This is an optimization exercise on Yosys and OpenROAD, whose aim is small area, a short achievable clock period and few clock cycles per item, not a production implementation. The RTL was checked by simulation tests, not by an equivalence proof against the original design.

--- flow/flow/run.sh ---
#!/bin/bash
# The standard layout flow (standard.sh), unchanged except for two
# settings it reads from the environment:
#  - SETUP_SLACK_MARGIN: the resizer's repair_timing keeps this much setup
#    slack. With the design's 200 ns clock the standard flow never works on
#    the input and output paths that set the achieved period.
#  - BUFFER_PORTS_ARGS: every input and output port still gets its buffer,
#    a plain buf_1 (later resized as needed) instead of the larger delay
#    buffer the resizer picks by default.
# The clock period and the timing constraints stay those of the design.
set -o pipefail
export SETUP_SLACK_MARGIN=158.1
export BUFFER_PORTS_ARGS="-buffer_cell sky130_fd_sc_hd__buf_1"
bash standard.sh > standard.log 2>&1
--- flow/standard.sh ---
#!/bin/bash
# synth_recipe.tcl (not shown) runs the flow's synth.tcl, then flattens the netlist and writes it again
# the make line also repeats each setting of config.mk as NAME=value (left out here)
make -C /OpenROAD-flow-scripts/flow DESIGN_CONFIG=/design/flow/config.mk WORK_HOME=/design/flow/orfs CLKGATE_MAP_FILE= SYNTH_SCRIPT=/design/flow/synth_recipe.tcl "${@:-finish}"
--- flow/config.mk ---
export PLATFORM = sky130hd
export DESIGN_NAME = div
export DESIGN_NICKNAME = div
export VERILOG_FILES = /design/flow/design.v
export SDC_FILE = /design/flow/constraint.sdc
export NUM_CORES = 4
export LEC_CHECK = 0
export ABC_AREA = 1
export CAP_MARGIN = 20
export CORE_MARGIN = 2
export CORE_UTILIZATION = 70
export PLACE_DENSITY = 0.78
export SLEW_MARGIN = 20
--- flow/constraint.sdc ---
create_clock -name core_clock -period 200.0 [get_ports {clk}]
set_input_delay 40.0000 -clock core_clock [delete_from_list [all_inputs] [get_ports {clk}]]
set_output_delay 40.0000 -clock core_clock [all_outputs]
set_load 0.01 [all_outputs]
--- flow/design.v ---
module div_steps #(
  parameter WIDTH  = 32,
  parameter AW     = 32,
  parameter K      = 4,
  parameter RIPPLE = 0
)(
  input  logic [WIDTH-1:0] p_i,
  input  logic [AW-1:0]    a_i,
  input  logic [WIDTH-1:0] d_i,
  input  logic             cin,
  output logic [WIDTH-1:0] p_o,
  output logic [AW-1:0]    a_o
);
  logic [WIDTH-1:0] pp [K+1];
  logic [AW-1:0]    aa [K+1];
  assign pp[0] = p_i;
  assign aa[0] = a_i;
  for (genvar i = 0; i < K; i++) begin : g_step
    logic [WIDTH:0]   t;
    logic [WIDTH+1:0] s;
    assign t = {pp[i], aa[i][AW-1]};
    if (RIPPLE[i]) begin : g_rc
      logic [WIDTH:0] c;
      assign c[0] = cin;
      assign s[0] = 1'b0;
      for (genvar j = 0; j < WIDTH; j++) begin : g_bit
        assign s[j+1] = t[j] ^ d_i[j] ^ c[j];
        assign c[j+1] = (t[j] & d_i[j]) | (t[j] & c[j]) | (d_i[j] & c[j]);
      end
      assign s[WIDTH+1] = !(t[WIDTH] ^ c[WIDTH]);
    end else begin : g_bk
      assign s = {t, 1'b1} + {1'b1, d_i, cin};
    end
    assign aa[i+1] = {aa[i][AW-2:0], !s[WIDTH+1]};
    assign pp[i+1] = s[WIDTH+1] ? t[WIDTH-1:0] : s[WIDTH:1];
  end
  assign p_o = pp[K];
  assign a_o = aa[K];
endmodule
module div
#(
  parameter XLEN = 32,
  localparam integer NUM_ROB_ENTRIES = 32,
  localparam integer ARCH_REG_IDX    = 4,
  localparam integer PHYS_REG_IDX    = 5
)(
  input  logic clk,
  input  logic rst,
  input  logic        req_valid,
  output logic        req_ready,
  input  logic [XLEN-1:0] op_a,
  input  logic [XLEN-1:0] op_b,
  input  logic [ARCH_REG_IDX:0] rd_arch,
  input  logic [PHYS_REG_IDX:0] pd_phys,
  input  logic [$clog2(NUM_ROB_ENTRIES)-1:0] rob_idx,
  input  logic        dest_we,
  input  logic [2:0]    sub_op,
  output logic        resp_valid,
  input  logic        resp_ready,
  output logic [XLEN-1:0] resp_value,
  output logic [ARCH_REG_IDX:0] resp_rd,
  output logic [PHYS_REG_IDX:0] resp_pd,
  output logic [$clog2(NUM_ROB_ENTRIES)-1:0] resp_rob_idx,
  output logic        resp_dest_we
);
  localparam integer K  = 8;                   
  localparam integer NM = (XLEN + K - 1) / K;  
  localparam integer AW = K * NM;              
  localparam integer CW = $clog2(NM);
  localparam integer TW = ARCH_REG_IDX + 1 + PHYS_REG_IDX + 1 + $clog2(NUM_ROB_ENTRIES) + 1;
  logic            busy_q, first_q, one_q, endc_q;
  logic [CW-1:0]   cnt_q;               
  logic            isrem_q, sa_q, sb_q;
  logic [XLEN-1:0] p_q;                 
  logic [AW-1:0]   a_q;                 
  logic [XLEN-1:0] d_q;                 
  logic [TW-1:0]   tag_q;
  logic            ov_q;
  logic [XLEN-1:0] oval_q;
  logic [TW-1:0]   otag_q;
  logic            pv_q;
  logic [TW-1:0]   ptag_q;
  wire last_c   = first_q ? one_q : endc_q;
  wire last     = busy_q && last_c;
  wire finish   = last && !pv_q;
  logic rx_q, ry_q;
  assign req_ready = rx_q || (ry_q && one_q);
  wire take     = req_valid && req_ready;
  wire step     = busy_q && !last_c && !pv_q;
  wire out_free = !ov_q || resp_ready;
  wire to_pend  = finish && !out_free;
  wire load_out = out_free && (finish || pv_q);
  function automatic logic [5:0] clz32(input logic [XLEN-1:0] x);
    logic [15:0] z1; logic [15:0]      c1;
    logic [7:0]  z2; logic [7:0][1:0]  c2;
    logic [3:0]  z3; logic [3:0][2:0]  c3;
    logic [1:0]  z4; logic [1:0][3:0]  c4;
    logic        z5; logic [4:0]       c5;
    for (integer g = 0; g < 16; g++) begin
      z1[g] = !x[2*g+1] && !x[2*g];
      c1[g] = !x[2*g+1];
    end
    for (integer g = 0; g < 8; g++) begin
      z2[g] = z1[2*g+1] && z1[2*g];
      c2[g] = z1[2*g+1] ? {1'b1, c1[2*g]} : {1'b0, c1[2*g+1]};
    end
    for (integer g = 0; g < 4; g++) begin
      z3[g] = z2[2*g+1] && z2[2*g];
      c3[g] = z2[2*g+1] ? {1'b1, c2[2*g]} : {1'b0, c2[2*g+1]};
    end
    for (integer g = 0; g < 2; g++) begin
      z4[g] = z3[2*g+1] && z3[2*g];
      c4[g] = z3[2*g+1] ? {1'b1, c3[2*g]} : {1'b0, c3[2*g+1]};
    end
    z5 = z4[1] && z4[0];
    c5 = z4[1] ? {1'b1, c4[0]} : {1'b0, c4[1]};
    clz32 = z5 ? 6'd32 : {1'b0, c5};
  endfunction
  function automatic logic above(input logic [XLEN-1:0] x, input logic [XLEN-1:0] y);
    logic [XLEN-1:0] f, zx, zy;    
    f  = x & ~y;
    zx = ~x;
    zy = ~y;
    for (integer w = 1; w < XLEN; w = w * 2)
      for (integer g = 0; g < XLEN; g = g + 2 * w) begin
        f[g]  = f[g + w] | (zx[g + w] & zy[g + w] & f[g]);
        zx[g] = zx[g + w] & zx[g];
        zy[g] = zy[g + w] & zy[g];
      end
    above = f[0];
  endfunction
  wire sgn   = !sub_op[0];
  wire in_sa = sgn && op_a[XLEN-1];
  wire in_sb = sgn && op_b[XLEN-1];
  wire [XLEN-1:0] in_u = in_sa ? (~op_a >> (K - 1)) : (op_a >> K);
  wire in_one = above(op_b ^ {XLEN{in_sb}}, in_u);
  logic [XLEN-1:0] ma;
  always_comb begin
    logic any_a;
    any_a = 1'b0;
    for (integer i = 0; i < XLEN; i++) begin
      ma[i] = a_q[i] ^ (sa_q && any_a);
      any_a = any_a | a_q[i];
    end
  end
  wire [5:0] cza = clz32(ma);
  wire [5:0] czb = clz32(~d_q);         
  wire [6:0] n_off = {1'b0, czb} + 7'(XLEN + 1) - {1'b0, cza};
  logic [CW-1:0] m1;    
  always_comb begin
    if (one_q)                    m1 = '0;
    else if (czb == 6'd32)        m1 = CW'(NM-1);
    else if (n_off >= 7'(XLEN + K*(NM-1) + 1)) m1 = CW'(NM-1);
    else if (n_off <= 7'(XLEN + 2*K)) m1 = CW'(1);
    else                          m1 = CW'((n_off - 7'(XLEN + 1)) / K);
  end
  logic [XLEN-1:0] p_s;
  logic [AW-1:0]   a_s;
  always_comb begin
    logic [XLEN+AW-1:0] w;
    w = {{AW{1'b0}}, ma} << (AW - K*(m1+1));
    if (first_q) begin
      p_s = w[XLEN+AW-1:AW];
      a_s = w[AW-1:0];
    end else begin
      p_s = p_q;
      a_s = a_q;
    end
  end
  logic [XLEN-1:0] p_n;
  logic [AW-1:0]   a_n;
  div_steps #(.WIDTH(XLEN), .AW(AW), .K(K), .RIPPLE(0)) U_steps (
    .p_i(p_s), .a_i(a_s), .d_i(d_q), .cin(!sb_q), .p_o(p_n), .a_o(a_n)
  );
  wire div0 = !sb_q && (&d_q);
  wire neg  = isrem_q ? sa_q : (sa_q ^ sb_q) && !div0;
  wire [XLEN-1:0] res  = isrem_q ? p_n : a_n[XLEN-1:0];
  wire [XLEN-1:0] fres = neg ? -res : res;
  wire [CW-1:0] cnt_n = first_q ? m1 - 1'b1 : cnt_q - 1'b1;
  always_ff @(posedge clk) begin
    if (rst) begin
      busy_q <= 1'b0;
      ov_q   <= 1'b0;
      pv_q   <= 1'b0;
    end else begin
      if (take)
        busy_q <= 1'b1;
      else if (finish)
        busy_q <= 1'b0;
      if (load_out)
        ov_q <= 1'b1;
      else if (resp_ready)
        ov_q <= 1'b0;
      if (to_pend)
        pv_q <= 1'b1;
      else if (out_free)
        pv_q <= 1'b0;
    end
  end
  wire busy_d  = take || (busy_q && !finish);
  wire first_d = req_ready || (first_q && !step);
  wire endc_d  = step ? (cnt_n == '0) : endc_q;
  wire pv_d    = to_pend || (pv_q && !out_free);
  always_ff @(posedge clk) begin
    if (rst) begin
      rx_q <= 1'b1;
      ry_q <= 1'b0;
    end else begin
      rx_q <= !busy_d || (!first_d && endc_d && !pv_d);
      ry_q <= first_d && !pv_d;
    end
  end
  always_ff @(posedge clk) begin
    if (req_ready) begin
      first_q <= 1'b1;
      one_q   <= in_one;
      isrem_q <= sub_op[1];
      sa_q    <= in_sa;
      sb_q    <= in_sb;
      a_q     <= AW'(op_a);
      d_q     <= op_b ^ {XLEN{!in_sb}};
      tag_q   <= {rd_arch, pd_phys, rob_idx, dest_we};
    end else if (step) begin
      first_q <= 1'b0;
      cnt_q   <= cnt_n;
      endc_q  <= (cnt_n == '0);
      a_q     <= a_n;
    end
    if (finish) begin
      p_q     <= fres;
      ptag_q  <= tag_q;
    end else if (step)
      p_q     <= p_n;
    if (load_out) begin
      oval_q  <= pv_q ? p_q : fres;
      otag_q  <= pv_q ? ptag_q : tag_q;
    end
  end
  assign resp_valid = ov_q;
  assign resp_value = oval_q;
  assign {resp_rd, resp_pd, resp_rob_idx, resp_dest_we} = otag_q;
endmodule
==> results of run 1 <==
[worst register-to-register path, delay by kind of cell (launching register included)]
kind	cells	cell delay, ns
AOI/OAI and AO/OA	39	8.93
and+or+nand+nor	109	15.02
xor gates and xnor gates	3	0.39
DFF	1	0.50
buffers and inverters	26	6.90
adders and majority gates	10	3.33
[cells by family after synthesis]
family                   Yosys count  synth area share, %
XOR/XNOR                         272                 8.24
buffers and inverters            630                 8.54
adder cells (fa/ha/maj)          278                 12.3
AND/OR/NAND/NOR                 2248                 33.6
flip-flops                       192                 19.7
AO/OA/AOI/OAI                    911                 17.6
[placed cells by master (no fill, tap or decap), drive strengths merged, types with 4 or more instances in the layout]
| cell type | n |
|---|---|
| nor3 | 34 |
| nand3b | 11 |
| xnor2 | 115 |
| o21bai | 15 |
| ha | 269 |
| a211oi | 9 |
| dfxtp | 6 |
| o311ai | 5 |
| inv | 511 |
| buf | 191 |
| nand4 | 65 |
| fa | 9 |
| nor2 | 289 |
| a21o | 22 |
| o2111ai | 5 |
| o22ai | 27 |
| nor4 | 12 |
| a21boi | 19 |
| o221ai | 6 |
| clkbuf | 17 |
| a22oi | 9 |
| and2 | 29 |
| clkinvlp | 4 |
| o21a | 10 |
| o21ai | 357 |
| xor2 | 157 |
| or2 | 47 |
| nand3 | 380 |
| edfxtp | 186 |
| a31oi | 31 |
| o31ai | 5 |
| clkinv | 14 |
| nand2 | 1380 |
| a21oi | 353 |
| o211ai | 23 |
[through the flow]
stage               util (%)  hold WS (ns)
finish                  75.1         0.457
global placement        73.3         0.427
global route            75.1         0.460
detailed placement      73.3         0.433
floorplan                  -         0.427
CTS                     75.0         0.453
[how the worst max path moves through the flow]
| stage | slack (ns) | cells after the start | from | to |
|---|---|---|---|---|
| global placement | 156.62 | 16 | sub_op[0] | one_q |
| floorplan | 157.95 | 15 | op_a[31] | one_q |
| detailed placement | 156.55 | 16 | sub_op[0] | one_q |
| CTS | 157.90 | 15 | op_a[31] | one_q |
| finish | 157.89 | 15 | op_a[31] | one_q |
| global route | 157.77 | 15 | sub_op[0] | one_q |
[state kept, by name (all words and copies together), names as in the netlist, 2 cells and up]
register,count
d_q,32
cnt_q,2
a_q,32
ptag_q,17
tag_q,17
oval_q,32
p_q,32
otag_q,17
[metal layers]
layer  up-vias  part of all wire (%)
li1      15454                     -
met2      2213                    42
met5         -                 0.027
met1     14815                    36
met3       556                    14
met4         4                   7.5
[layout make-up]
cell class / count / area [µm²] / area share (%)
multi-input combinational: 3711 / 20800 / 67.9
inverter: 513 / 1930 / 6.30
clock buffer: 17 / 425 / 1.39
tap: 532 / 666 / 2.17
timing repair buffer: 191 / 927 / 3.02
sequential: 192 / 5710 / 18.6
clock inverter: 15 / 174 / 0.567
timing repair inverter: 1 / 5.00 / 0.0163
antenna: 1 / 2.50 / 0.00816
[what timing repair did]
action | 4_1_cts | 5_1_grt
endpoints found under the setup margin | 1 | 2
setup buffers | 5 | 3
gates resized for setup | 11 | 4
gates cloned | 3 | 0
pin swaps | 7 | 5
==> reports/qor.tcl, run 1 <==
set qor(route.detailed.wl_per_inst_um) 20.8
set qor(placementRows) 74
set qor(num_io_pins) 139
set qor(totalWireLength_um) 108000
set qor(dieWidth_um) 207
set qor(grt_max_degree) 83
set qor(worstSkewPairLatency_ns) 0.47
set qor(synth_async_sr_flop_share_pct) 0
set qor(floorplan.initialDensity_pct) 70.8
set qor(finalWeightedCongestion) 1.09
set qor(met1_usage_pct) 60.8
set qor(regToRegEndpoint) {oval_q[30]}
set qor(cts-htree-levels) 4
set qor(holdPathStages) 0
set qor(cts.path.max_buffers) 2
set qor(min_period_ns) 42.11
set qor(place_inst) 5129
set qor(hp-start) {tag_q[11]}
set qor(post-synth-top-area-cell) {sky130_fd_sc_hd__edfxtp_1}
set qor(clockRootBuffer) {sky130_fd_sc_hd__clkbuf_16}
set qor(die_area_mm2) 0.0429
set qor(finish.instance_area_mm2) 0.0307
set qor(report.final.hold_viol_count) 0
set qor(r2r_start) {a_q[0]}
set qor(total_half_perimeter_wirelength_after_legalization_and_detailed_placement_um) 83600
set qor(worstHoldEndpoint) {ptag_q[11]}
set qor(placement.cell_area_mm2) 0.0299
set qor(r2r.worst_path.cells) 187
set qor(synth_top_cell_area_share_pct) 19.3
set qor(max_slew_margin_pct) 22.4
set qor(drc) 0
set qor(final-max-slew-violation-count) 0
set qor(cell_area_after_synthesis_mm2) 0.0289
set qor(hold_path.class) {reg2reg}
set qor(drt_first_pass_iters) 10
set qor(final_nets) 4993
set qor(timing.final.crit_share_pct) 21.1
set qor(cp.arrival_ns) 42.40
set qor(ys_top_cells_by_area) {sky130_fd_sc_hd__edfxtp_1, sky130_fd_sc_hd__nand2_1, sky130_fd_sc_hd__ha_1}
set qor(fin_worst_setup_slack_ns) 157.89
set qor(timing.critical_path.max_delay_family) {compound AO/OA/AOI/OAI gates}
set qor(grt.total_usage_pct) 48.0
set qor(syn-num-nets) 4897
set qor(synth-edff-count) 186
set qor(dpl_worst_slack_ns) 156.55
set qor(floorplan.core_area_mm2) 0.0408
set qor(final_cell_count_no_fill) 5173
set qor(setup_repair_after_global_routing_missed_its_margin) {true}
set qor(required_ns) 200.29
set qor(cts_made_buffers) 17
set qor(maxClockFrequency_mhz) 23.7
set qor(area_growth_pct) 6.11
set qor(ys_ff_latch) 192
set qor(grt_util_met3_pct) 13.8
set qor(ys_top_cells_by_count) {sky130_fd_sc_hd__nand2_1, sky130_fd_sc_hd__inv_1, sky130_fd_sc_hd__nand3_1, sky130_fd_sc_hd__a21oi_1, sky130_fd_sc_hd__o21ai_0}
set qor(die_h_um) 207
set qor(path_buf_inv) 4
set qor(timing.max_cap.violations) 0
set qor(syn-mean-instance-area_um2) 6.38
set qor(final.fill_count) 3407
set qor(cts_num_sinks) 192
set qor(critical-path-max-stage-delay_ns) 0.35
set qor(yosys_most_used_dff) {sky130_fd_sc_hd__edfxtp_1}
set qor(clock-skew-final_ns) 0.0182
set qor(yosysUniqueCellTypes) 67
set qor(timing.critical_path.from_type) {input pin}
set qor(timing_worst_setup_path_type) {in2reg}
set qor(setup_violating_endpoint_count_in_the_final_report) 0
set qor(grt_most_used_layer) {met2}
set qor(seq_area_frac_synth_pct) 19.7
set qor(postSynthCellCount) 4531
set qor(grt_first_pass_wirelength_um) 161000
set qor(route.detailed.vias_per_inst) 6.39
set qor(route.antenna.remaining_nets) 0
set qor(drive_gt1_share_pct) 5.75
set qor(setup-tns-final_ns) 0
set qor(globalRoute.totalOverflow) 0
set qor(synth-warning-count) 4
set qor(library_cell_with_the_highest_instance_count_after_synthesis) {sky130_fd_sc_hd__nand2_1}
set qor(number_of_antenna_violations_at_the_first_check_in_global_routing) 2
set qor(numPortBuffers) 137
set qor(grt_util_met2_pct) 72.9
set qor(via_count) 33042
set qor(cp_slowest_cell) {sky130_fd_sc_hd__o21ai_0}
set qor(worst_setup_hold_path_clk_slew_ns) 0.09
set qor(timing.reg2reg.setup_slack_ns) 164.64
set qor(result_of_the_run) {complete, no violations}
set qor(number_of_global_route_vias_before_repair) 29895
set qor(worst_path_cell_trace) {buf_1, inv_2, nor2_4, buf_4, o21ai_0, inv_1, o21ai_0, a41oi_2, o311ai_2, a21boi_1, o41ai_2, nand4_1, nand2_1, nand4_1, o2111ai_2}
set qor(cts.hold.buffers_added) 0
set qor(cts_tree) {done}
set qor(worstMarginPinSlew_ns) 1.15
set qor(drt_first_iter_violations) 4836
set qor(sort_of_element_at_the_end_of_the_critical_path) {flop}
set qor(critPathMaxFanout) 10
Testbench counts, summed over its fixed seeds: cycles 4,737, ops 3,200.
==> run 2: changes to the inputs <==
--- a/flow/config.mk
+++ b/flow/config.mk
@@ -10,4 +10,5 @@
 export CORE_MARGIN = 2
 export CORE_UTILIZATION = 70
+export GPL_TIMING_DRIVEN = 0
 export PLACE_DENSITY = 0.78
 export SLEW_MARGIN = 20
==> run 2 against run 1 <==
Against the previous run: via count increased by 6.1%; synthesized cell count did not move; sequential share of layout area fell by 0.25 points; hold slack got worse by 0.0021 ns; final cell count increased by 1.5%; global-route usage grew 5.2 points; critical path depth up 1; core utilization rose by 0.99 points; register-to-register slack worse by 1.1 ns.
==> reports/qor.tcl, run 2 <==
set qor(ys_top_cells_by_area) {sky130_fd_sc_hd__edfxtp_1, sky130_fd_sc_hd__nand2_1, sky130_fd_sc_hd__ha_1}
set qor(cts-htree-levels) 4
set qor(timing.max_cap.violations) 0
set qor(cts_tree) {done}
set qor(syn-num-nets) 4897
set qor(max_slew_margin_pct) 11.3
set qor(worst_path_cell_trace) {buf_12, nor2_4, nand2_2, o21ai_4, nand2_2, a221oi_4, o221ai_1, nand2_1, a41oi_2, o311ai_2, a21boi_1, o41ai_2, nand4_1, nand2_1, nand4_1, o2111ai_2}
set qor(grt_util_met3_pct) 20.6
set qor(r2r_start) {a_q[0]}
set qor(worstMarginPinSlew_ns) 1.33
set qor(worst_setup_hold_path_clk_slew_ns) 0.08
set qor(critical-path-max-stage-delay_ns) 0.29
set qor(hold_path.class) {reg2reg}
set qor(worstSkewPairLatency_ns) 0.48
set qor(yosys-mux-area-fraction_pct) 0
set qor(post-synth-top-area-cell) {sky130_fd_sc_hd__edfxtp_1}
set qor(synth-xor-area-share_pct) 8.24
set qor(via_count) 35046
set qor(route.detailed.wl_per_inst_um) 23.2
set qor(final_cell_count_no_fill) 5251
set qor(synth_compound_area_share_pct) 17.6
set qor(maxClockFrequency_mhz) 23.7
set qor(dieWidth_um) 207
set qor(grt_first_pass_wirelength_um) 176000
set qor(floorplan.core_area_mm2) 0.0408
set qor(final.fill_count) 3301
set qor(drt_first_iter_violations) 6078
set qor(setup-tns-final_ns) 0
set qor(placementRows) 74
set qor(postSynthCellCount) 4531
set qor(final_nets) 5068
set qor(drt_first_pass_iters) 13
set qor(numPortBuffers) 137
set qor(timing.reg2reg.setup_slack_ns) 163.57
set qor(sort_of_element_at_the_end_of_the_critical_path) {flop}
set qor(synth-warning-count) 4
set qor(cts.path.max_buffers) 2
set qor(synth_adder_area_share_pct) 12.3
set qor(ys_top_cells_by_count) {sky130_fd_sc_hd__nand2_1, sky130_fd_sc_hd__inv_1, sky130_fd_sc_hd__nand3_1, sky130_fd_sc_hd__a21oi_1, sky130_fd_sc_hd__o21ai_0}
set qor(clock-skew-final_ns) 0.0184
set qor(grt_most_used_layer) {met2}
set qor(r2r.worst_path.cells) 171
set qor(route.detailed.vias_per_inst) 6.67
set qor(die_area_mm2) 0.0429
set qor(timing.final.crit_share_pct) 21.1
set qor(die_h_um) 207
set qor(drc) 0
set qor(critPathMaxFanout) 4
set qor(cp.arrival_ns) 42.53
set qor(critPathCapture) {one_q}
set qor(cell_area_after_synthesis_mm2) 0.0289
set qor(largest_family_of_logic_cells_by_synthesized_area) {simple AND/OR/NAND/NOR gates}
set qor(result_of_the_run) {complete, no violations}
set qor(synth_top_cell_area_share_pct) 19.3
set qor(synth-edff-count) 186
set qor(regToRegEndpoint) {oval_q[31]}
set qor(required_ns) 200.30
set qor(clockRootBuffer) {sky130_fd_sc_hd__clkbuf_16}
set qor(ys_ff_latch) 192
set qor(finalWeightedCongestion) 1.26
set qor(setup_repair_after_global_routing_missed_its_margin) {true}
set qor(number_of_antenna_violations_at_the_first_check_in_global_routing) 12
set qor(layout_common_cells) {sky130_fd_sc_hd__nand2_1, sky130_fd_sc_hd__inv_1, sky130_fd_sc_hd__nand3_1}
set qor(grt.total_usage_pct) 53.3
set qor(timing_worst_setup_path_type) {in2reg}
set qor(finish.instance_area_mm2) 0.0311
set qor(synth-simple-area-share_pct) 33.6
set qor(timing.critical_path.from_type) {input pin}
set qor(synth_async_sr_flop_share_pct) 0
set qor(seq_area_frac_synth_pct) 19.7
set qor(holdPathStages) 0
set qor(number_of_global_route_vias_before_repair) 31173
set qor(yosys_most_used_dff) {sky130_fd_sc_hd__edfxtp_1}
set qor(syn-mean-instance-area_um2) 6.38
set qor(floorplan.initialDensity_pct) 70.8
set qor(met1_usage_pct) 67.5
set qor(place_inst) 5204
set qor(setup_violating_endpoint_count_in_the_final_report) 0
set qor(grt_util_met2_pct) 73.6
set qor(total_half_perimeter_wirelength_after_legalization_and_detailed_placement_um) 93600
set qor(yosysUniqueCellTypes) 67
set qor(num_io_pins) 139
set qor(globalRoute.totalOverflow) 0
set qor(totalWireLength_um) 122000
set qor(library_cell_with_the_highest_instance_count_after_synthesis) {sky130_fd_sc_hd__nand2_1}
set qor(cts.hold.buffers_added) 0
set qor(cp_slowest_cell) {sky130_fd_sc_hd__a221oi_4}
set qor(cts_made_buffers) 17
set qor(cts_num_sinks) 192
set qor(drive_gt1_share_pct) 5.68
set qor(min_period_ns) 42.23
set qor(grt_max_degree) 46
set qor(final-max-slew-violation-count) 0
set qor(area_growth_pct) 7.51
set qor(cp-startpoint) {sub_op[0]}
set qor(route.antenna.remaining_nets) 0
set qor(final_common_cell) {sky130_fd_sc_hd__nand2_1}
set qor(placement.cell_area_mm2) 0.0302
set qor(report.final.hold_viol_count) 0
## run 2: cell counts after synthesis
Identical to the previous run, type by type.
## run 2: how the worst min path moves through the flow
stage	start	end	slack, ns
2_1_floorplan	tag_q[0]	ptag_q[0]	0.43
3_3_place_gp	tag_q[1]	ptag_q[1]	0.43
3_5_place_dp	tag_q[5]	ptag_q[5]	0.44
4_1_cts	tag_q[14]	ptag_q[14]	0.46
5_1_grt	tag_q[8]	ptag_q[8]	0.47
6_report	tag_q[14]	ptag_q[14]	0.46
## run 2: stage by stage
step	util [%]	setup slack (ns)	hold slack (ns)
after floorplan	-	157.95	0.427
after global placement	73.7	157.14	0.427
after detailed placement	74.0	157.14	0.437
after CTS	75.8	157.96	0.456
after global routing	76.1	157.73	0.466
final	76.1	157.77	0.455
## run 2: timing repair
action | in CTS | in global routing
pin swaps | 10 | 14
gates resized for setup | 20 | 18
setup buffers | 6 | 4
setup endpoints to repair | 2 | 2
## run 2: area by class of cell
cell class | count | area (µm²) | share of cell area, %
clock buffer | 17 | 425 | 1.37
multi-input combinational | 3709 | 20800 | 67.1
antenna | 4 | 10.0 | 0.0322
timing repair buffer | 152 | 742 | 2.39
inverter | 513 | 1930 | 6.21
clock inverter | 15 | 185 | 0.596
tap | 532 | 666 | 2.14
sequential | 192 | 5710 | 18.4
buffer | 117 | 564 | 1.82
## run 2: kinds of logic after synthesis
family                     Yosys count
AOI/OAI and AO/OA                  911
xor gates and xnor gates           272
adders and majority gates          278
buffers and inverters              630
DFF                                192
and+or+nand+nor                   2248
## run 2: metal layers
metal  part of all wire (%)  vias to the layer above
met4                    9.8                       16
met5                  0.092                        -
met1                     35                    15334
met2                     38                     3162
met3                     18                      915
li1                       -                    15619
## run 2: worst max-delay path: cells and delay by family
kind | cells | cell delay [ns]
buf+inv | 1 | 0.11
simple gates | 7 | 0.93
compound gates | 8 | 1.46
==> run 3: changes to the inputs <==
--- a/flow/design.v
+++ b/flow/design.v
@@ -64,5 +64,5 @@
   output logic        resp_dest_we
 );
-  localparam integer K  = 8;                   
+  localparam integer K  = 4;                   
   localparam integer NM = (XLEN + K - 1) / K;  
   localparam integer AW = K * NM;              
@@ -170,5 +170,5 @@
   logic [XLEN-1:0] p_n;
   logic [AW-1:0]   a_n;
-  div_steps #(.WIDTH(XLEN), .AW(AW), .K(K), .RIPPLE(0)) U_steps (
+  div_steps #(.WIDTH(XLEN), .AW(AW), .K(K), .RIPPLE(8)) U_steps (
     .p_i(p_s), .a_i(a_s), .d_i(d_q), .cin(!sb_q), .p_o(p_n), .a_o(a_n)
   );
--- a/flow/config.mk
+++ b/flow/config.mk
@@ -10,5 +10,4 @@
 export CORE_MARGIN = 2
 export CORE_UTILIZATION = 70
-export GPL_TIMING_DRIVEN = 0
 export PLACE_DENSITY = 0.78
 export SLEW_MARGIN = 20
==> run 3 against run 2 <==
Against the previous run: register-to-register slack got worse by 1.1 ns; die area is 29% lower; critical path type unchanged; clock skew rose by 0.0045 ns; core utilization is 0.32 points higher; synthesized cell count is 36% lower; critical path depth up 1; first-iteration DRC count is 32% lower; via count decreased by 36%; final cell count decreased by 36%; flip-flop and latch count is 1 higher.
==> reports/qor.tcl, run 3 <==
set qor(route.antenna.remaining_nets) 0
set qor(yosys-mux-area-fraction_pct) 0.196
set qor(required_ns) 200.21
set qor(numPortBuffers) 137
set qor(dieWidth_um) 175
set qor(timing.critical_path.from_type) {input pin}
set qor(synth_async_sr_flop_share_pct) 0
set qor(grt_first_pass_wirelength_um) 114000
set qor(clock-skew-final_ns) 0.0229
set qor(final-max-slew-violation-count) 0
set qor(ys_ff_latch) 193
set qor(clockRootBuffer) {sky130_fd_sc_hd__clkbuf_16}
set qor(cts-htree-levels) 4
set qor(setup_violating_endpoint_count_in_the_final_report) 0
set qor(synth-warning-count) 4
set qor(num_io_pins) 139
set qor(floorplan.core_area_mm2) 0.0288
set qor(synth-edff-count) 187
set qor(cell_area_after_synthesis_mm2) 0.0205
set qor(timing.final.crit_share_pct) 21.1
set qor(number_of_antenna_violations_at_the_first_check_in_global_routing) 1
set qor(hold_path.class) {reg2reg}
set qor(seq_area_frac_synth_pct) 28.0
set qor(totalWireLength_um) 76100
set qor(cp_slowest_cell) {sky130_fd_sc_hd__buf_12}
set qor(synth-simple-area-share_pct) 28.7
set qor(path_buf_inv) 4
set qor(critical-path-top-cell-by-count) {sky130_fd_sc_hd__o221ai_1}
set qor(floorplan.initialDensity_pct) 71.2
set qor(via_count) 22413
set qor(globalRoute.totalOverflow) 0
set qor(layout_common_cells) {sky130_fd_sc_hd__nand2_1, sky130_fd_sc_hd__inv_1, sky130_fd_sc_hd__o21ai_0}
set qor(report.final.hold_viol_count) 0
set qor(drc) 0
set qor(postSynthCellCount) 2903
set qor(finalWeightedCongestion) 1.08
set qor(timing.max_cap.violations) 0
set qor(min_period_ns) 42.19
set qor(max_slew_margin_pct) 12.8
set qor(final_nets) 3219
set qor(worst_setup_hold_path_clk_slew_ns) 0.08
set qor(cts_tree) {done}
set qor(critPathMaxFanout) 30
set qor(fin_worst_setup_slack_ns) 157.81
set qor(library_cell_with_the_highest_instance_count_after_synthesis) {sky130_fd_sc_hd__nand2_1}
set qor(drt_first_pass_iters) 9
set qor(cts_made_buffers) 17
set qor(post-synth-top-area-cell) {sky130_fd_sc_hd__edfxtp_1}
set qor(route.detailed.wl_per_inst_um) 22.5
set qor(cts.path.max_buffers) 2
set qor(setup-tns-final_ns) 0
set qor(placementRows) 62
set qor(route.detailed.vias_per_inst) 6.63
set qor(ys_top_cells_by_count) {sky130_fd_sc_hd__nand2_1, sky130_fd_sc_hd__inv_1, sky130_fd_sc_hd__o21ai_0, sky130_fd_sc_hd__nand3_1, sky130_fd_sc_hd__edfxtp_1}
set qor(die_area_mm2) 0.0306
set qor(number_of_global_route_vias_before_repair) 20526
set qor(worstSkewPairLatency_ns) 0.49
set qor(result_of_the_run) {complete, no violations}
set qor(grt.total_usage_pct) 49.3
set qor(finalCoreUtilization_pct) 76.4
set qor(maxClockFrequency_mhz) 23.7
set qor(synth_top_cell_area_share_pct) 27.4
set qor(total_half_perimeter_wirelength_after_legalization_and_detailed_placement_um) 57600
set qor(place_inst) 3341
set qor(synth_adder_area_share_pct) 10.4
set qor(ys_top_cells_by_area) {sky130_fd_sc_hd__edfxtp_1, sky130_fd_sc_hd__nand2_1, sky130_fd_sc_hd__ha_1}
set qor(largest_family_of_logic_cells_by_synthesized_area) {simple AND/OR/NAND/NOR gates}
set qor(timing.critical_path.max_delay_family) {compound AO/OA/AOI/OAI gates}
set qor(grt_max_degree) 82
set qor(worstMarginPinSlew_ns) 1.29
set qor(cts_num_sinks) 193
set qor(setup_repair_after_global_routing_missed_its_margin) {true}
set qor(final_cell_count_no_fill) 3381
set qor(synth_compound_area_share_pct) 17.2
set qor(worst_path_cell_trace) {buf_6, inv_2, nor2_4, buf_12, xnor2_1, inv_1, o221ai_1, a221oi_2, o221ai_1, nand2_1, a41oi_2, a2111oi_2, nor2_1, o41ai_2, a32o_2, o2111ai_2, nand4_1}
set qor(yosys_most_used_dff) {sky130_fd_sc_hd__edfxtp_1}
set qor(drive_gt1_share_pct) 8.08
set qor(critical-path-max-stage-delay_ns) 0.25
set qor(drt_first_iter_violations) 4122
set qor(cp.arrival_ns) 42.40
set qor(final_common_cell) {sky130_fd_sc_hd__nand2_1}
set qor(syn-num-nets) 3139
set qor(dpl_worst_slack_ns) 156.97
set qor(synth-xor-area-share_pct) 6.83
set qor(sort_of_element_at_the_end_of_the_critical_path) {flop}
set qor(syn-mean-instance-area_um2) 7.05
set qor(timing_worst_setup_path_type) {in2reg}
set qor(die_h_um) 175
set qor(area_growth_pct) 7.42
set qor(yosysUniqueCellTypes) 71
## run 3: metal layers
layer | global-route usage [%] | up-vias | part of all wire [%] | wire length [µm]
li1 | - | 9930 | - | -
met1 | 62.6 | 10068 | 35 | 26900
met2 | 72.5 | 1997 | 41 | 31100
met3 | 14.0 | 416 | 15 | 11500
met4 | 34.6 | 2 | 8.7 | 6590
met5 | 0 | - | 0.012 | 9
## run 3: logic make-up (layout without fill, tap and decap cells)
group,count (synthesis),in the layout
other cells,0,1
flops,193,193
mux,4,4
simple gates,1326,1326
compound gates,629,629
fa+ha+maj,148,148
buf+inv,445,538
xor+xnor,158,158
## run 3: cell type report
cell class / instances / area, µm²
clock inverters: 14 / 176
clock buffers: 18 / 429
repair buffers: 168 / 816
inverters: 338 / 1290
well taps: 384 / 480
diodes: 1 / 2.50
fillers: 2149 / 6780
flip-flops and latches: 193 / 5740
multi-input cells: 2265 / 13100
## run 3: path summary, 6_finish.rpt
check / depth (start not counted) / to / start / slack [ns]
setup / recovery: 17 / one_q / op_b[31] / 157.81
hold / removal: 0 / ptag_q[3] / tag_q[3] / 0.45
hold reg to reg: 0 / ptag_q[3] / tag_q[3] / 0.45
setup reg to reg: 175 / p_q[30] / a_q[0] / 162.50
## run 3: metrics by stage
step | hold slack, ns | cell area, µm²
6_report | 0.454 | 22000
5_1_grt | 0.463 | 22000
2_1_floorplan | 0.427 | 20500
3_3_place_gp | 0.431 | 21200
4_1_cts | 0.458 | 21900
3_5_place_dp | 0.441 | 21200
## run 3: timing repair
action,4_1_cts,5_1_grt
setup buffers,5,1
endpoints found under the setup margin,2,2
pin swaps,0,1
resized for setup,21,11
hold buffers,0,0
gates cloned,0,1
Testbench counts of run 3, summed over its fixed seeds: cycles 6,713, ops 3,200.
==> run 4: changes to the inputs <==
--- a/flow/config.mk
+++ b/flow/config.mk
@@ -9,5 +9,4 @@
 export CAP_MARGIN = 20
 export CORE_MARGIN = 2
-export CORE_UTILIZATION = 70
-export PLACE_DENSITY = 0.78
+export CORE_UTILIZATION = 55
 export SLEW_MARGIN = 20
==> run 4 against run 3 <==
Against the previous run: sequential share of layout area shrank 0.059 points; final cell count increased by 2.6%; area after synthesis did not move; clock skew fell by 0.0031 ns; setup slack improved by 0.031 ns; non-clock buffer count increased by 3; register-to-register slack improved by 1.2 ns; global-route usage shrank 9.9 points.
==> reports/qor.tcl, run 4 <==
set qor(clock-skew-final_ns) 0.0198
set qor(met1Wirelength_um) 31700
set qor(sequential_cell_area_mm2) 0.00574
set qor(place_inst) 3430
set qor(timing_worst_setup_path_type) {in2reg}
set qor(holdPathStages) 0
set qor(multi_input_area_mm2) 0.0130
set qor(total_half_perimeter_wirelength_after_legalization_and_detailed_placement_um) 61000
set qor(finalCoreUtilization_pct) 60.2
set qor(dpl_worst_slack_ns) 157.02
set qor(drt_first_iter_violations) 2666
set qor(critPathMaxFanout) 40
set qor(syn-mean-instance-area_um2) 7.05
set qor(cts-htree-levels) 4
set qor(final-max-slew-violation-count) 0
set qor(number_of_global_route_vias_before_repair) 19363
set qor(route.top_layer_used) {met5}
set qor(max_slew_margin_pct) 30.6
set qor(synth-warning-count) 4
set qor(r2r_start) {a_q[0]}
set qor(final_nets) 3222
set qor(hold_path.class) {reg2reg}
set qor(worstSkewPairLatency_ns) 0.48
set qor(die_h_um) 197
set qor(ys_top_cells_by_count) {sky130_fd_sc_hd__nand2_1, sky130_fd_sc_hd__inv_1, sky130_fd_sc_hd__o21ai_0, sky130_fd_sc_hd__nand3_1, sky130_fd_sc_hd__edfxtp_1}
set qor(cts_tree) {done}
set qor(synth-edff-count) 187
set qor(drive_gt1_share_pct) 8.07
set qor(final.hold.worst_slack_ns) 0.451
set qor(route.met3.wl_um) 8090
set qor(numPortBuffers) 137
set qor(floorplan.initialDensity_pct) 55.9
set qor(timing.final.crit_share_pct) 21.1
set qor(post-synth-top-area-cell) {sky130_fd_sc_hd__edfxtp_1}
set qor(maxClockFrequency_mhz) 23.7
set qor(met2_wirelength_um) 31800
set qor(cell_area_after_synthesis_mm2) 0.0205
set qor(worstMarginPinSlew_ns) 1.03
set qor(synth_top_cell_area_share_pct) 27.4
set qor(cts_made_buffers) 17
set qor(drc) 0
set qor(cts_num_sinks) 193
set qor(result_of_the_run) {complete, no violations}
set qor(r2r.worst_path.cells) 180
set qor(layout_common_cells) {sky130_fd_sc_hd__nand2_1, sky130_fd_sc_hd__inv_1, sky130_fd_sc_hd__o21ai_0}
set qor(die_area_mm2) 0.0388
set qor(regToRegEndpoint) {p_q[30]}
set qor(timing.max_cap.violations) 0
set qor(area_growth_pct) 7.69
set qor(hp-start) {tag_q[13]}
set qor(finish.instance_area_mm2) 0.0221
set qor(setup_violating_endpoint_count_in_the_final_report) 0
set qor(timing.reg2reg.setup_slack_ns) 163.70
set qor(via_count) 21044
set qor(setup-tns-final_ns) 0
set qor(grt.total_usage_pct) 39.4
set qor(num_io_pins) 139
set qor(route.detailed.vias_per_inst) 6.07
set qor(route.detailed.wl_per_inst_um) 22.1
set qor(synth_async_sr_flop_share_pct) 0
set qor(cts.hold.buffers_added) 0
set qor(finalWeightedCongestion) 1.03
set qor(yosys_most_used_dff) {sky130_fd_sc_hd__edfxtp_1}
set qor(drt_first_pass_iters) 6
set qor(worstHoldEndpoint) {ptag_q[13]}
set qor(grt_max_degree) 81
set qor(report.final.hold_viol_count) 0
set qor(final_cell_count_no_fill) 3468
set qor(syn-num-nets) 3139
set qor(seq_area_frac_synth_pct) 28.0
set qor(grt_first_pass_wirelength_um) 113000
set qor(timing.critical_path.from_type) {input pin}
set qor(yosysUniqueCellTypes) 71
set qor(sort_of_element_at_the_end_of_the_critical_path) {flop}
set qor(placement.cell_area_mm2) 0.0213
set qor(cts.path.max_buffers) 2
set qor(route.antenna.remaining_nets) 0
set qor(library_cell_with_the_highest_instance_count_after_synthesis) {sky130_fd_sc_hd__nand2_1}
set qor(final_common_cell) {sky130_fd_sc_hd__nand2_1}
set qor(globalRoute.totalOverflow) 0
set qor(ys_ff_latch) 193
set qor(number_of_antenna_violations_at_the_first_check_in_global_routing) 1
set qor(ys_top_cells_by_area) {sky130_fd_sc_hd__edfxtp_1, sky130_fd_sc_hd__nand2_1, sky130_fd_sc_hd__ha_1}
set qor(clockRootBuffer) {sky130_fd_sc_hd__clkbuf_16}
set qor(fin_worst_setup_slack_ns) 157.84
set qor(floorplan.core_area_mm2) 0.0366
set qor(setup_repair_after_global_routing_missed_its_margin) {true}
set qor(worst_setup_hold_path_clk_slew_ns) 0.08
set qor(placementRows) 70
set qor(min_period_ns) 42.16
set qor(dieWidth_um) 197
set qor(final.fill_count) 3480
set qor(cp.arrival_ns) 42.38
set qor(required_ns) 200.22
set qor(totalWireLength_um) 76500
set qor(postSynthCellCount) 2903
-- run 4: cell counts after synthesis --
Identical to the previous run, type by type.
-- run 4: critical path, cell delays in order --
cell	delay (ns)
sky130_fd_sc_hd__buf_1	0.07
sky130_fd_sc_hd__inv_1	0.10
sky130_fd_sc_hd__nor2_2	0.13
sky130_fd_sc_hd__buf_8	0.24
sky130_fd_sc_hd__clkinvlp_4	0.18
sky130_fd_sc_hd__buf_4	0.16
sky130_fd_sc_hd__o221ai_1	0.16
sky130_fd_sc_hd__a221oi_1	0.10
sky130_fd_sc_hd__o221ai_1	0.16
sky130_fd_sc_hd__nand2_1	0.08
sky130_fd_sc_hd__a41oi_1	0.19
sky130_fd_sc_hd__a2111oi_2	0.05
sky130_fd_sc_hd__nor2_1	0.15
sky130_fd_sc_hd__o41ai_2	0.08
sky130_fd_sc_hd__a32o_2	0.24
sky130_fd_sc_hd__o2111ai_1	0.17
sky130_fd_sc_hd__nand4_1	0.10
-- run 4: layer usage --
metal  vias up  GRT usage, %
li1       9923             -
met1      9735          54.1
met2      1205          58.1
met3       179          6.98
met4         2          23.4
met5         -             0
-- run 4: timing repair --
item | CTS | global route
resized for setup | 10 | 10
setup endpoints to repair | 2 | 2
pin swaps | 0 | 1
buffers inserted | 4 | 0
-- run 4: area by class of cell --
| class | count | share of cell area [%] |
|---|---|---|
| diodes | 1 | 0.0113 |
| clock buffers | 18 | 1.95 |
| clock inverters | 14 | 0.726 |
| inverters | 338 | 5.86 |
| multi-input cells | 2265 | 59.1 |
| flip-flops and latches | 193 | 26.0 |
| well taps | 468 | 2.66 |
| repair buffers | 171 | 3.68 |
-- run 4: cells by family (layout without fill, tap and decap cells) --
group | count (synthesis) | in the layout | share of synthesized area (%)
adder cells (fa/ha/maj) | 148 | 148 | 10.4
AO/OA/AOI/OAI | 629 | 629 | 17.2
AND/OR/NAND/NOR | 1326 | 1326 | 28.7
buffers and inverters | 445 | 541 | 8.71
XOR/XNOR | 158 | 158 | 6.83
multiplexers | 4 | 4 | 0.196
other | 0 | 1 | 0
flip-flops | 193 | 193 | 28.0
-- run 4: worst max-delay path by stage --
stage | end | cells after the start | slack, ns | startpoint
2_1_floorplan | one_q | 17 | 157.67 | op_b[31]
3_3_place_gp | one_q | 16 | 157.07 | sub_op[0]
3_5_place_dp | one_q | 16 | 157.02 | sub_op[0]
4_1_cts | one_q | 17 | 157.75 | sub_op[0]
5_1_grt | one_q | 18 | 157.57 | op_b[31]
6_report | one_q | 17 | 157.84 | op_a[31]
==> run 5: changes to the inputs <==
--- a/flow/design.v
+++ b/flow/design.v
@@ -117,5 +117,5 @@
     clz32 = z5 ? 6'd32 : {1'b0, c5};
   endfunction
-  function automatic logic above(input logic [XLEN-1:0] x, input logic [XLEN-1:0] y);
+  function automatic logic above(input logic [XLEN-1:0] x, input logic [XLEN-1:0] y, input logic zb);
     logic [XLEN-1:0] f, zx, zy;    
     f  = x & ~y;
@@ -128,5 +128,5 @@
         zy[g] = zy[g + w] & zy[g];
       end
-    above = f[0];
+    above = f[0] | (zx[0] & zb);
   endfunction
   wire sgn   = !sub_op[0];
@@ -134,5 +134,5 @@
   wire in_sb = sgn && op_b[XLEN-1];
   wire [XLEN-1:0] in_u = in_sa ? (~op_a >> (K - 1)) : (op_a >> K);
-  wire in_one = above(op_b ^ {XLEN{in_sb}}, in_u);
+  wire in_one = above(op_b ^ {XLEN{in_sb}}, in_u, !in_sb);
   logic [XLEN-1:0] ma;
   always_comb begin
@@ -175,5 +175,5 @@
   wire div0 = !sb_q && (&d_q);
   wire neg  = isrem_q ? sa_q : (sa_q ^ sb_q) && !div0;
-  wire [XLEN-1:0] res  = isrem_q ? p_n : a_n[XLEN-1:0];
+  wire [XLEN-1:0] res  = isrem_q ? p_n : (a_n[XLEN-1:0] | {XLEN{div0}});
   wire [XLEN-1:0] fres = neg ? -res : res;
   wire [CW-1:0] cnt_n = first_q ? m1 - 1'b1 : cnt_q - 1'b1;
==> run 5 against run 4 <==
Against the previous run: non-clock buffer count shrank 1; wire length shrank 3.6%; area after synthesis shrank 0.62%; global-route usage shrank 0.57 points; still clean; sequential share of layout area grew 0.065 points; largest cell class unchanged.
==> reports/qor.tcl, run 5 <==
set qor(area_growth_pct) 8.10
set qor(required_ns) 160.00
set qor(final_nets) 3225
set qor(finalCoreUtilization_pct) 60.2
set qor(drt_first_pass_iters) 6
set qor(final_common_cell) {sky130_fd_sc_hd__nand2_1}
set qor(num_io_pins) 139
set qor(grt.total_usage_pct) 38.8
set qor(number_of_antenna_violations_at_the_first_check_in_global_routing) 0
set qor(setup_violating_endpoint_count_in_the_final_report) 0
set qor(route.detailed.wl_per_inst_um) 21.2
set qor(synth-warning-count) 4
set qor(synth_async_sr_flop_share_pct) 0
set qor(timing.max_cap.violations) 0
set qor(sort_of_element_at_the_end_of_the_critical_path) {output pin}
set qor(grt_max_degree) 54
set qor(grt_first_pass_wirelength_um) 112000
set qor(total_half_perimeter_wirelength_after_legalization_and_detailed_placement_um) 59500
set qor(totalWireLength_um) 73700
set qor(worstSkewPairLatency_ns) 0.49
set qor(postSynthCellCount) 2904
set qor(via_count) 20666
set qor(yosysUniqueCellTypes) 70
set qor(fin_worst_setup_slack_ns) 158.17
set qor(floorplan.initialDensity_pct) 55.7
set qor(max_slew_margin_pct) 16.5
set qor(cts.path.max_buffers) 2
set qor(cts_made_buffers) 17
set qor(ys_ff_latch) 193
set qor(setup-tns-final_ns) 0
set qor(die_area_mm2) 0.0386
set qor(syn-num-nets) 3140
set qor(worstMarginPinSlew_ns) 1.25
set qor(worst_setup_hold_path_clk_slew_ns) 0.08
set qor(result_of_the_run) {complete, no violations}
set qor(drc) 0
set qor(globalRoute.totalOverflow) 0
set qor(timing.critical_path.from_type) {flop}
set qor(drive_gt1_share_pct) 7.53
set qor(number_of_global_route_vias_before_repair) 19311
set qor(hold_path.class) {reg2reg}
set qor(r2r_start) {a_q[3]}
set qor(drt_first_iter_violations) 2399
set qor(layout_common_cells) {sky130_fd_sc_hd__nand2_1, sky130_fd_sc_hd__inv_1, sky130_fd_sc_hd__o21ai_0}
set qor(clock-skew-final_ns) 0.0279
set qor(ys_top_cells_by_count) {sky130_fd_sc_hd__nand2_1, sky130_fd_sc_hd__inv_1, sky130_fd_sc_hd__o21ai_0, sky130_fd_sc_hd__edfxtp_1, sky130_fd_sc_hd__nand3_1}
set qor(floorplan.core_area_mm2) 0.0365
set qor(timing.final.crit_share_pct) 20.9
set qor(die_h_um) 196
set qor(report.final.hold_viol_count) 0
set qor(synth-edff-count) 187
set qor(cts.hold.buffers_added) 0
set qor(cts_num_sinks) 193
set qor(final-max-slew-violation-count) 0
set qor(dpl_worst_slack_ns) 157.13
set qor(maxClockFrequency_mhz) 23.9
set qor(route.detailed.vias_per_inst) 5.96
set qor(placementRows) 70
set qor(library_cell_with_the_highest_instance_count_after_synthesis) {sky130_fd_sc_hd__nand2_1}
set qor(syn-mean-instance-area_um2) 7.01
set qor(antenna-diode-count) 0
set qor(yosys_most_used_dff) {sky130_fd_sc_hd__edfxtp_1}
set qor(finalWeightedCongestion) 1.03
set qor(critPathMaxFanout) 49
set qor(cp-startpoint) {one_q}
set qor(synth_top_cell_area_share_pct) 27.6
set qor(ys_top_cells_by_area) {sky130_fd_sc_hd__edfxtp_1, sky130_fd_sc_hd__nand2_1, sky130_fd_sc_hd__ha_1}
set qor(cell_area_after_synthesis_mm2) 0.0203
set qor(post-synth-top-area-cell) {sky130_fd_sc_hd__edfxtp_1}
set qor(min_period_ns) 41.83
set qor(clockRootBuffer) {sky130_fd_sc_hd__clkbuf_16}
set qor(numPortBuffers) 137
set qor(cts_tree) {done}
set qor(seq_area_frac_synth_pct) 28.2
set qor(dieWidth_um) 196
set qor(timing_worst_setup_path_type) {reg2out}
set qor(setup_repair_after_global_routing_missed_its_margin) {true}
set qor(cts-htree-levels) 4
set qor(cp.arrival_ns) 1.83
set qor(route.antenna.remaining_nets) 0
set qor(hp-start) {tag_q[4]}
[run 5: cell count changes after synthesis, sizes merged, moves of 6 or more]
cell,change
a22oi,-13
o22ai,-16
a31oi,-6
nor2,+28
nand2,+10
a21oi,-11
or2,-21
o21ai,+32
o211ai,-7
o221ai,+8
inv,+13
xnor2,+6
nand3,-12
[run 5: metal layers]
layer  track usage (%)  share of wire, %
met2              56.3                41
met5                 0                 0
met1              54.0                43
met4              23.6               6.5
met3              6.86               9.7
[run 5: cell type report]
class | instances | area [µm²]
Clock buffer | 17 | 425
Clock inverter | 15 | 190
Fill cell | 3474 | 14500
Inverter | 352 | 1320
Multi-Input combinational cell | 2255 | 12900
Sequential cell | 193 | 5740
Tap cell | 468 | 586
Timing Repair Buffer | 170 | 822
[run 5: through the flow]
| stage | instances | area, µm² | hold WS, ns |
|---|---|---|---|
| detailed placement | 3429 | 21200 | 0.434 |
| CTS | 3463 | 21900 | 0.451 |
| finish | 3470 | 22000 | 0.452 |
| global route | 3470 | 22000 | 0.471 |
| global placement | 3429 | 21200 | 0.430 |
| floorplan | 2904 | 20400 | 0.427 |
[run 5: path summary, 6_finish.rpt]
check	endpoint	slack (ns)	cells after the start
min	ptag_q[4]	0.45	0
min reg2reg	ptag_q[4]	0.45	0
max reg2reg	oval_q[12]	162.60	198
max	req_ready	158.17	5
[run 5: cells by family after synthesis]
logic type                 share of synthesized area [%]
and+or+nand+nor                                     28.4
AOI/OAI and AO/OA                                   17.0
DFF                                                 28.2
buffers and inverters                               8.92
xor gates and xnor gates                            6.84
muxes                                              0.246
adders and majority gates                           10.4
[run 5: what timing repair did]
item | 4_1_cts | 5_1_grt
buffers inserted | 1 | 6
setup endpoints to repair | 2 | 2
resized for setup | 8 | 17
pin swaps | 1 | 3
cloned | 1 | 0
[run 5: critical path: stages, from the launching register on]
cell	delay [ns]
sky130_fd_sc_hd__edfxtp_1	0.36
sky130_fd_sc_hd__buf_4	0.18
sky130_fd_sc_hd__a21oi_4	0.14
sky130_fd_sc_hd__buf_8	0.26
sky130_fd_sc_hd__clkinv_2	0.20
sky130_fd_sc_hd__buf_1	0.17
Testbench counts of run 5, summed over its fixed seeds: cycles 6,524, ops 3,200.
==> run 6: changes to the inputs <==
--- a/flow/config.mk
+++ b/flow/config.mk
@@ -10,3 +10,4 @@
 export CORE_MARGIN = 2
 export CORE_UTILIZATION = 55
+export CTS_BUF_LIST = sky130_fd_sc_hd__clkbuf_8 sky130_fd_sc_hd__clkbuf_16
 export SLEW_MARGIN = 20
==> run 6 against run 5 <==
Against the previous run: still clean; hold slack stayed put; final cell count is the same; critical path depth did not move; synthesized cell count unchanged; clock skew unchanged; core utilization is the same; critical path type unchanged; critical endpoint unchanged; largest cell class unchanged.
==> reports/qor.tcl, run 6 <==
set qor(result_of_the_run) {complete, no violations}
set qor(path_buf_inv) 4
set qor(cp.arrival_ns) 1.83
set qor(via_count) 20666
set qor(yosysUniqueCellTypes) 70
set qor(worstSkewPairLatency_ns) 0.49
set qor(syn-num-nets) 3140
set qor(cts-htree-levels) 4
set qor(grt.total_usage_pct) 38.8
set qor(r2r_start) {a_q[3]}
set qor(cp-startpoint) {one_q}
set qor(ys_ff_latch) 193
set qor(drc) 0
set qor(critical-path-max-stage-delay_ns) 0.36
set qor(regToRegEndpoint) {oval_q[12]}
set qor(drive_gt1_share_pct) 7.53
set qor(layout_common_cells) {sky130_fd_sc_hd__nand2_1, sky130_fd_sc_hd__inv_1, sky130_fd_sc_hd__o21ai_0}
set qor(synth_async_sr_flop_share_pct) 0
set qor(multi_input_area_mm2) 0.0129
set qor(yosys_most_used_dff) {sky130_fd_sc_hd__edfxtp_1}
set qor(min_period_ns) 41.83
set qor(final_common_cell) {sky130_fd_sc_hd__nand2_1}
set qor(number_of_antenna_violations_at_the_first_check_in_global_routing) 0
set qor(final_nets) 3225
set qor(route.detailed.vias_per_inst) 5.96
set qor(route.antenna.remaining_nets) 0
set qor(final.hold.worst_slack_ns) 0.452
set qor(timing.critical_path.from_type) {flop}
set qor(synth_top_cell_area_share_pct) 27.6
set qor(route.detailed.wl_per_inst_um) 21.2
set qor(cts.hold.buffers_added) 0
set qor(die_h_um) 196
set qor(numPortBuffers) 137
set qor(post-synth-top-area-cell) {sky130_fd_sc_hd__edfxtp_1}
set qor(synth-warning-count) 4
set qor(totalWireLength_um) 73700
set qor(library_cell_with_the_highest_instance_count_after_synthesis) {sky130_fd_sc_hd__nand2_1}
set qor(ys_top_cells_by_area) {sky130_fd_sc_hd__edfxtp_1, sky130_fd_sc_hd__nand2_1, sky130_fd_sc_hd__ha_1}
set qor(sort_of_element_at_the_end_of_the_critical_path) {output pin}
set qor(required_ns) 160.00
set qor(maxClockFrequency_mhz) 23.9
set qor(final.fill_count) 3474
set qor(hold_path.class) {reg2reg}
set qor(timing.max_cap.violations) 0
set qor(postSynthCellCount) 2904
set qor(clockRootBuffer) {sky130_fd_sc_hd__clkbuf_16}
set qor(critPathMaxFanout) 49
set qor(timing.final.crit_share_pct) 20.9
set qor(floorplan.initialDensity_pct) 55.7
set qor(sequential_cell_area_mm2) 0.00574
set qor(num_io_pins) 139
set qor(grt_max_degree) 54
set qor(seq_area_frac_synth_pct) 28.2
set qor(number_of_global_route_vias_before_repair) 19311
set qor(setup_violating_endpoint_count_in_the_final_report) 0
set qor(cell_area_after_synthesis_mm2) 0.0203
set qor(synth-edff-count) 187
set qor(setup-tns-final_ns) 0
set qor(drt_first_pass_iters) 6
set qor(clock-skew-final_ns) 0.0279
set qor(globalRoute.totalOverflow) 0
set qor(timing.critical_path.max_delay_family) {buffers and inverters}
set qor(holdPathStages) 0
set qor(cts_made_buffers) 17
set qor(hp-start) {tag_q[4]}
set qor(placement.cell_area_mm2) 0.0212
set qor(cp_slowest_cell) {sky130_fd_sc_hd__edfxtp_1}
set qor(timing_worst_setup_path_type) {reg2out}
set qor(worst_setup_hold_path_clk_slew_ns) 0.08
set qor(report.final.hold_viol_count) 0
set qor(placementRows) 70
set qor(grt_first_pass_wirelength_um) 112000
set qor(total_half_perimeter_wirelength_after_legalization_and_detailed_placement_um) 59500
set qor(cts_num_sinks) 193
set qor(r2r.worst_path.cells) 198
set qor(final-max-slew-violation-count) 0
set qor(drt_first_iter_violations) 2399
set qor(cts_tree) {done}
set qor(finalWeightedCongestion) 1.03
set qor(finish.instance_area_mm2) 0.0220
set qor(worstHoldEndpoint) {ptag_q[4]}
set qor(worst_path_cell_trace) {buf_4, a21oi_4, buf_8, clkinv_2, buf_1}
set qor(antenna-diode-count) 0
set qor(setup_repair_after_global_routing_missed_its_margin) {true}
set qor(cts.path.max_buffers) 2
set qor(syn-mean-instance-area_um2) 7.01
set qor(max_slew_margin_pct) 16.5
set qor(worstMarginPinSlew_ns) 1.25
set qor(area_growth_pct) 8.10
set qor(timing.reg2reg.setup_slack_ns) 162.60
set qor(floorplan.core_area_mm2) 0.0365
set qor(die_area_mm2) 0.0386
set qor(ys_top_cells_by_count) {sky130_fd_sc_hd__nand2_1, sky130_fd_sc_hd__inv_1, sky130_fd_sc_hd__o21ai_0, sky130_fd_sc_hd__edfxtp_1, sky130_fd_sc_hd__nand3_1}
set qor(dieWidth_um) 196
## run 6: cell counts in the layout (fill, tap and decap cells not counted)
No cell type changed its count.
## run 6: what timing repair did
action / CTS / global route
endpoints found under the setup margin: 2 / 2
hold endpoints to repair: 0 / 0
cloned: 1 / 0
resized for setup: 8 / 17
pin swaps: 1 / 3
setup buffers: 1 / 6
## run 6: routing by layer
metal	global-route usage (%)	part of all wire [%]	vias to the layer above
met5	0	0	-
met4	23.6	6.5	0
met3	6.86	9.7	163
met2	56.3	41	1084
met1	54.0	43	9563
li1	-	-	9856
## run 6: layout make-up
class	count	area share [%]
clock inverters	15	0.865
repair buffers	170	3.74
multi-input cells	2255	58.7
well taps	468	2.66
flip-flops and latches	193	26.1
inverters	352	6.02
clock buffers	17	1.93
## run 6: kinds of logic after synthesis
kind of cell | share of synthesized area [%]
AO/OA/AOI/OAI | 17.0
XOR/XNOR | 6.84
adder cells (fa/ha/maj) | 10.4
buffers and inverters | 8.92
flip-flops | 28.2
multiplexers | 0.246
AND/OR/NAND/NOR | 28.4
## run 6: metrics by stage
step | utilization (%) | instances | setup WS (ns)
after global placement | 58.0 | 3429 | 157.18
after CTS | 59.9 | 3463 | 158.09
after global routing | 60.2 | 3470 | 158.02
after floorplan | - | 2904 | 158.12
after detailed placement | 58.0 | 3429 | 157.13
final | 60.2 | 3470 | 158.17
## run 6: how the worst max path moves through the flow
| stage | slack, ns | cells past startpoint | to |
|---|---|---|---|
| 2_1_floorplan | 158.12 | 9 | one_q |
| 3_3_place_gp | 157.18 | 13 | one_q |
| 3_5_place_dp | 157.13 | 13 | one_q |
| 4_1_cts | 158.09 | 11 | one_q |
| 5_1_grt | 158.02 | 15 | one_q |
| 6_report | 158.17 | 5 | req_ready |

[static timing again, ports no longer ideal]
No port has a modelled driver above. Below, the same layouts with a new extraction and two added sets of constraints.
Step 1 assumes that a clkbuf_16 drives the clock port and a buf_2 every other input.
Step 2, shift: input delay + t, output delay - t, t = (earliest + latest rising clock arrival at the registers) / 2. This alone moves slack from input paths to output paths.
a / b / c = ideal / step 1 / step 2; a / b = the first two.
| run | shift t [ns] | setup WS [ns] | worst hold slack (ns) | worst register clock-pin slew, ns | cell pins on the clock port's net |
|---|---|---|---|---|---|
| run 1 | 0.506 | 157.889 / 157.904 / 157.398 | 0.457 / 0.457 / 0.457 | 0.09 / 0.09 | 1 |
| run 2 | 0.524 | 157.768 / 157.773 / 157.249 | 0.455 / 0.455 / 0.455 | 0.09 / 0.09 | 1 |
| run 3 | 0.529 | 157.808 / 157.818 / 157.289 | 0.454 / 0.454 / 0.454 | 0.10 / 0.10 | 1 |
| run 4 | 0.533 | 157.839 / 157.872 / 157.339 | 0.451 / 0.451 / 0.451 | 0.09 / 0.09 | 1 |
| run 5 | 0.533 | 158.168 / 158.110 / 157.694 | 0.452 / 0.452 / 0.452 | 0.10 / 0.10 | 1 |
| run 6 | 0.533 | 158.168 / 158.110 / 157.694 | 0.452 / 0.452 / 0.452 | 0.10 / 0.10 | 1 |
After both steps setup and hold are still met in every run listed.
